What follows belongs to an exercise in optimizing a design on an open flow for small area; a production flow would make more cautious choices. Function was checked by simulation only, so behaviour that the tests miss may differ from the original. The clock port is modelled as an ideal driver, which makes a skipped or thinned clock tree look cheaper than it is; a real chip needs a root buffer or a tree. Power figures rest on the tool's default switching activity, not on a simulated workload.

==> flow/design.v (excerpt) <==
module fir4c_fig11_42 #(parameter w=16)(
  input                clk,
                       reset,
  input        [w-1:0] a,
  output logic [w+1:0] s);
Size: roughly 280 cells after synthesis, ~36 I/O pins, roughly 3400 sq um of cells after synthesis.
export LEC_CHECK = 0
export ABC_CLOCK_PERIOD_IN_PS = 3700
export CAP_MARGIN = 20
export CORE_MARGIN = 2
export CORE_UTILIZATION = 60
export PLACE_DENSITY = 0.7
export SLEW_MARGIN = 20
create_clock -name core_clock -period 3.2 [get_ports {clk}]
standard.sh (not shown) runs the stock make flow with config.mk's settings and CLKGATE_MAP_FILE= SYNTH_SCRIPT=/design/flow/synth_recipe.tcl, a recipe that flattens the netlist after the stock synthesis.
==> flow/flow/run.sh <==
#!/bin/bash
# Standard ORFS layout with buf_1 port buffers and a hand-built clock tree
# (flow/cts_hook.tcl) in place of TritonCTS.
set -euo pipefail
here=$(pwd)
export BUFFER_PORTS_ARGS="-buffer_cell sky130_fd_sc_hd__buf_1"
export PRE_CTS_TCL=$here/flow/cts_hook.tcl
export CLK_ROOT_BUF=sky130_fd_sc_hd__clkbuf_4
export CLK_LEAF_BUF=sky130_fd_sc_hd__clkbuf_8
export CLK_NLEAF=3
export CLK_SKEW_CHAIN="sky130_fd_sc_hd__clkdlybuf4s50_1"
export CLK_S_LEAF_BUF=sky130_fd_sc_hd__clkbuf_8
bash standard.sh > flow_make.log 2>&1
==> flow/flow/cts_hook.tcl <==
# Sourced before CTS. Replaces TritonCTS with a small hand-built clock tree.
# A root buffer on the clock port drives CLK_NLEAF leaf buffers, one per
# cluster of delay-line registers (clustered by place), and a chain of
# CLK_SKEW_CHAIN buffers that ends in one leaf buffer for the output-sum
# registers s[*]. The chain's delay gives the adder between the delay line
# and s more time; the s -> output paths have slack to spare.
rename clock_tree_synthesis my_tritoncts

proc my_center {iterms} {
  set sx 0.0; set sy 0.0
  foreach it $iterms {
    set b [[$it getInst] getBBox]
    set sx [expr {$sx + ([$b xMin] + [$b xMax]) / 2.0}]
    set sy [expr {$sy + ([$b yMin] + [$b yMax]) / 2.0}]
  }
  set n [llength $iterms]
  return [list [expr {$sx / $n}] [expr {$sy / $n}]]
}

proc my_xy {it} {
  set b [[$it getInst] getBBox]
  return [list [expr {([$b xMin] + [$b xMax]) / 2.0}] [expr {([$b yMin] + [$b yMax]) / 2.0}]]
}

# k-means on sink positions; returns a list of k lists of iterms
proc my_cluster {iterms k} {
  set pts {}
  foreach it $iterms { lappend pts [my_xy $it] }
  set n [llength $iterms]
  set sorted [lsort -real -index 0 [lmap p $pts i [lsearch -all $pts *] {list [lindex $p 0] $i}]]
  set cent {}
  for {set c 0} {$c < $k} {incr c} {
    set i [lindex $sorted [expr {int(($c + 0.5) * $n / $k)}] 1]
    lappend cent [lindex $pts $i]
  }
  for {set iter 0} {$iter < 50} {incr iter} {
    set asg {}
    foreach p $pts {
      set best 0; set bd 1e30
      for {set c 0} {$c < $k} {incr c} {
        set d [expr {abs([lindex $p 0] - [lindex $cent $c 0]) + abs([lindex $p 1] - [lindex $cent $c 1])}]
        if {$d < $bd} { set bd $d; set best $c }
      }
      lappend asg $best
    }
    set new {}
    for {set c 0} {$c < $k} {incr c} {
      set sx 0.0; set sy 0.0; set m 0
      foreach p $pts a $asg { if {$a == $c} { set sx [expr {$sx + [lindex $p 0]}]; set sy [expr {$sy + [lindex $p 1]}]; incr m } }
      if {$m > 0} { lappend new [list [expr {$sx / $m}] [expr {$sy / $m}]] } else { lappend new [lindex $cent $c] }
    }
    set cent $new
  }
  set groups {}
  for {set c 0} {$c < $k} {incr c} {
    set g {}
    foreach it $iterms a $asg { if {$a == $c} { lappend g $it } }
    if {[llength $g]} { lappend groups $g }
  }
  return $groups
}

proc my_buf {master name in_net loc} {
  set db [ord::get_db]
  set block [ord::get_db_block]
  set inst [odb::dbInst_create $block [$db findMaster $master] $name]
  set out [odb::dbNet_create $block ${name}_net]
  $out setSigType CLOCK
  [$inst findITerm A] connect $in_net
  [$inst findITerm X] connect $out
  $inst setLocation [expr {int([lindex $loc 0])}] [expr {int([lindex $loc 1])}]
  $inst setPlacementStatus PLACED
  return $out
}

proc clock_tree_synthesis {args} {
  set block [ord::get_db_block]
  set clk [$block findNet clk]
  set rs {}
  set ss {}
  foreach it [$clk getITerms] {
    if {[regexp {^s\\?\[} [[$it getInst] getName]]} { lappend ss $it } else { lappend rs $it }
  }
  set groups [my_cluster $rs $::env(CLK_NLEAF)]
  puts "clock tree: [llength $rs] delay-line sinks in [llength $groups] clusters, [llength $ss] skewed sinks"
  set all [concat $rs $ss]
  foreach it $all { $it disconnect }
  set root_net [my_buf $::env(CLK_ROOT_BUF) clkroot $clk [my_center $all]]
  set i 0
  foreach g $groups {
    set n [my_buf $::env(CLK_LEAF_BUF) clkleaf$i $root_net [my_center $g]]
    foreach it $g { $it connect $n }
    incr i
  }
  set n $root_net
  set sc [my_center $ss]
  set j 0
  foreach m $::env(CLK_SKEW_CHAIN) {
    set n [my_buf $m clkskew$j $n $sc]
    incr j
  }
  set n [my_buf $::env(CLK_S_LEAF_BUF) clksleaf $n $sc]
  foreach it $ss { $it connect $n }
  set_propagated_clock [all_clocks]
}
Edit:
Settings changed: ABC_CLOCK_PERIOD_IN_PS 3700 to default.
Result:
- The new run passed the timing, design-rule and antenna checks
- cell count is unchanged
- routed wire length stays the same
- sequential share of layout area is unchanged
- via count does not change
- total power is unchanged
- worst setup slack does not change
- core utilization does not change
Edit:
--- a/flow/flow/run.sh
+++ b/flow/flow/run.sh
@@ -10,3 +10,3 @@
 export CLK_NLEAF=3
-export CLK_SKEW_CHAIN="sky130_fd_sc_hd__clkdlybuf4s50_1"
+export CLK_SKEW_CHAIN="sky130_fd_sc_hd__clkbuf_1"
 export CLK_S_LEAF_BUF=sky130_fd_sc_hd__clkbuf_8
Outcome:
- routed wire length stays flat
- setup slack gets worse by 0.29 ns
- synthesized area does not change
- power fell slightly
- combinational power rose slightly
- core utilization rose by 0.11 points
- cell count barely changes
- die area does not change
- clock power fell by a few percent
No run of this note takes its clock network from TritonCTS; it comes from the design's own scripts or RTL.

========
== run A ==
fir4c_fig11_42, a different RTL version from the one above (not shown whole).
Size in the first run: ~310 cells after synthesis, ~82 flip-flops, about 36 I/O pins, roughly 0.0036 mm^2 of cells after synthesis.
Design fir4c_fig11_42, start of the top module:
module fir4c_fig11_42 #(parameter w=16)(
  input                       clk, 
                              reset,
  input        [w-1:0] a, 		 
  output logic [w+1:0] s);
Settings: LEC_CHECK=0, CAP_MARGIN=20, CORE_MARGIN=2, CORE_UTILIZATION=40, SLEW_MARGIN=20; clock period 3.2 ns.
run.sh (not shown) runs the stock make flow with config.mk's settings and CLKGATE_MAP_FILE= SYNTH_SCRIPT=/design/flow/synth_recipe.tcl, a recipe that flattens the netlist after the stock synthesis.
Stock flow here: none of the scripts above is used.
diff inputs: run A => run B
Settings: PLACE_DENSITY now 0.7, previously not set; CORE_UTILIZATION now 60, was 40.
==> flow/flow/run.sh (new file) <==
#!/bin/bash
# Standard ORFS layout with smaller port buffers and a lighter clock tree.
set -euo pipefail
export BUFFER_PORTS_ARGS="-buffer_cell sky130_fd_sc_hd__buf_1"
export CTS_ARGS="-sink_clustering_enable -repair_clock_nets -dont_use_dummy_load -buf_list {sky130_fd_sc_hd__clkbuf_4 sky130_fd_sc_hd__clkbuf_8} -sink_clustering_size 30 -sink_clustering_max_diameter 60"
export RECOVER_POWER=100
bash standard.sh > flow_make.log 2>&1
==> flow/standard.sh (new file) <==
#!/bin/bash
# synth_recipe.tcl (not shown) runs the flow's synth.tcl, then flattens the netlist and writes it again
# the make line also repeats each setting of config.mk as NAME=value (left out here)
make -C /OpenROAD-flow-scripts/flow DESIGN_CONFIG=/design/flow/config.mk WORK_HOME=/design/flow/orfs CLKGATE_MAP_FILE= SYNTH_SCRIPT=/design/flow/synth_recipe.tcl "${@:-finish}"
removed: flow/run.sh
Findings:
Summary of run A and run B: one run falls short of a clean finish, namely run B.
Although it ran to completion, run B produced a layout that fails the final checks because of capacitance limit, slew limit.
Run A -> run B: area used by sequential logic in the layout delta 0, exact match
Looking at setup slack across both flows, run B is the weaker of the two, with run A ahead.
In the flow results for run A and run B, the die height is smaller on run B.
Taking run A as the reference, in run B power in the clock group moved down, number of global-route vias before repair fell by about 7%, clock power share now smaller, layout clock buffer count fell 3, xor-xnor portion of the synthesized cell area ~0 delta.
For run C, these inputs were changed with respect to run B:
==> flow/flow/run.sh <==
#!/bin/bash
# Standard ORFS layout with smaller port buffers and a lighter clock tree.
set -euo pipefail
export BUFFER_PORTS_ARGS="-buffer_cell sky130_fd_sc_hd__buf_1"
export CTS_ARGS="-sink_clustering_enable -repair_clock_nets -dont_use_dummy_load -buf_list sky130_fd_sc_hd__clkbuf_4 -sink_clustering_size 40 -sink_clustering_max_diameter 80"
bash standard.sh > flow_make.log 2>&1
==> notes.md <==
Looking at type of the most critical hold path, the reg -> reg result is from run B; the in -> reg one comes from run C. Compared with run B, in run C worst hold margin -81 ps, first-pass GRT wire length -48 um, clock power -24%, met1 routed wirelength after detailed routing -about 1.8%, minimum period implied by the final worst setup slack -5.2 ps. Run C completed; timing, DRC and antenna clean.
Relative to run C, the following input files were edited for run D:
==> flow/flow/run.sh <==
#!/bin/bash
# Standard ORFS layout with smaller port buffers and a lighter clock tree.
set -euo pipefail
export BUFFER_PORTS_ARGS="-buffer_cell sky130_fd_sc_hd__buf_1"
export CTS_ARGS="-sink_clustering_enable -repair_clock_nets -dont_use_dummy_load -buf_list {sky130_fd_sc_hd__clkbuf_2 sky130_fd_sc_hd__clkbuf_4}"
bash standard.sh > flow_make.log 2>&1
--- outcome ---
- Status: combinational share of power parity (run D, run C)
- The area fraction in and, or, nand and nor cells after synthesis was comparable across run C and run D.
- Detailed-route wire length on metal 1: run C vs run D — no meaningful difference
- Run C -> run D: share of the core filled with cells delta 0, exact match
- Run D -> run C: global-route total usage across every layer delta 0, exact match

========
fir4c_fig11_42 with an RTL version that a note above also has.
Size in the first run: about 82 flip-flops, about 36 I/O pins, ~0.0034 mm² of cells after synthesis.
Settings: LEC_CHECK=0, CAP_MARGIN=20, CORE_MARGIN=2, CORE_UTILIZATION=60, PLACE_DENSITY=0.7, SETUP_SLACK_MARGIN=0.1, SLEW_MARGIN=20; clock period 3.2 ns.
standard.sh (not shown) runs the stock make flow with config.mk's settings and CLKGATE_MAP_FILE= SYNTH_SCRIPT=/design/flow/synth_recipe.tcl, a recipe that flattens the netlist after the stock synthesis.
==> flow/flow/run.sh <==
#!/bin/bash
# Standard ORFS layout with smaller port buffers and a lighter clock tree.
set -euo pipefail
export BUFFER_PORTS_ARGS="-buffer_cell sky130_fd_sc_hd__buf_1"
export CTS_ARGS="-sink_clustering_enable -repair_clock_nets -dont_use_dummy_load -buf_list sky130_fd_sc_hd__clkbuf_4 -sink_clustering_size 40 -sink_clustering_max_diameter 80"
bash standard.sh > flow_make.log 2>&1
The starting point finished with setup timing left.
Next try:
--- a/flow/config.mk
+++ b/flow/config.mk
@@ -10,4 +10,3 @@
 export CORE_UTILIZATION = 60
 export PLACE_DENSITY = 0.7
-export SETUP_SLACK_MARGIN = 0.1
 export SLEW_MARGIN = 20
The changed run reached the layout checks and failed them: setup timing; die area does not change; final cell count is unchanged; total power decreases by 1.2%; wire length is lower by 5.5%; via count went up by 0.64%.

afterwards: timing with drivers on the ports:
How much do the figures lean on ideal ports? The routed layouts below were timed once more, with nothing changed but the port constraints.
Step 1 assumes that a clkbuf_16 drives the clock port and a buf_2 every other input.
Step 2, shift: input delay + t, output delay - t, t = (earliest + latest rising clock arrival at the registers) / 2. This alone moves slack from input paths to output paths.
Slacks: no drivers / after step 1 / after step 2; pairs: no drivers / after step 1.
| run | shift t [ns] | setup WS [ns] | hold WS [ns] | latest minus earliest clock arrival (ns) | worst register clock-pin slew, ns | worst slew at a driven data input, ns |
|---|---|---|---|---|---|---|
| the first run of note 1 | 0.630 | 0.395 / 0.395 / 0.395 | 0.121 / 0.121 / 0.121 | 0.501 / 0.502 | 0.12 / 0.12 | 0.03 |
| the second run of note 1 | 0.630 | 0.395 / 0.395 / 0.395 | 0.121 / 0.121 / 0.121 | 0.501 / 0.502 | 0.12 / 0.12 | 0.03 |
| the third run of note 1 | 0.433 | 0.102 / 0.102 / 0.102 | 0.469 / 0.464 / 0.485 | 0.107 / 0.108 | 0.12 / 0.12 | 0.03 |
| run A | 0.374 | 0.189 / 0.189 / 0.189 | 0.471 / 0.471 / 0.471 | 0.009 / 0.008 | 0.08 / 0.08 | 0.03 |
| run B | 0.368 | 0.158 / 0.158 / 0.158 | 0.480 / 0.477 / 0.480 | 0.019 / 0.019 | 0.08 / 0.08 | 0.03 |
| run C | 0.441 | 0.163 / 0.163 / 0.163 | 0.399 / 0.393 / 0.483 | 0.027 / 0.027 | 0.12 / 0.12 | 0.03 |
| run D | 0.441 | 0.163 / 0.163 / 0.163 | 0.399 / 0.393 / 0.483 | 0.027 / 0.027 | 0.12 / 0.12 | 0.03 |
| the first run of note 3 | 0.423 | -0.097 / -0.097 / -0.097 | 0.412 / 0.407 / 0.459 | 0.033 / 0.033 | 0.12 / 0.12 | 0.03 |
| the second run of note 3 | 0.417 | -0.021 / -0.021 / -0.021 | 0.418 / 0.415 / 0.464 | 0.028 / 0.029 | 0.12 / 0.12 | 0.03 |
Clock arrivals are far apart in the first run of note 1 and the second run of note 1, so t is only a midpoint there and step 2 fits no single register.
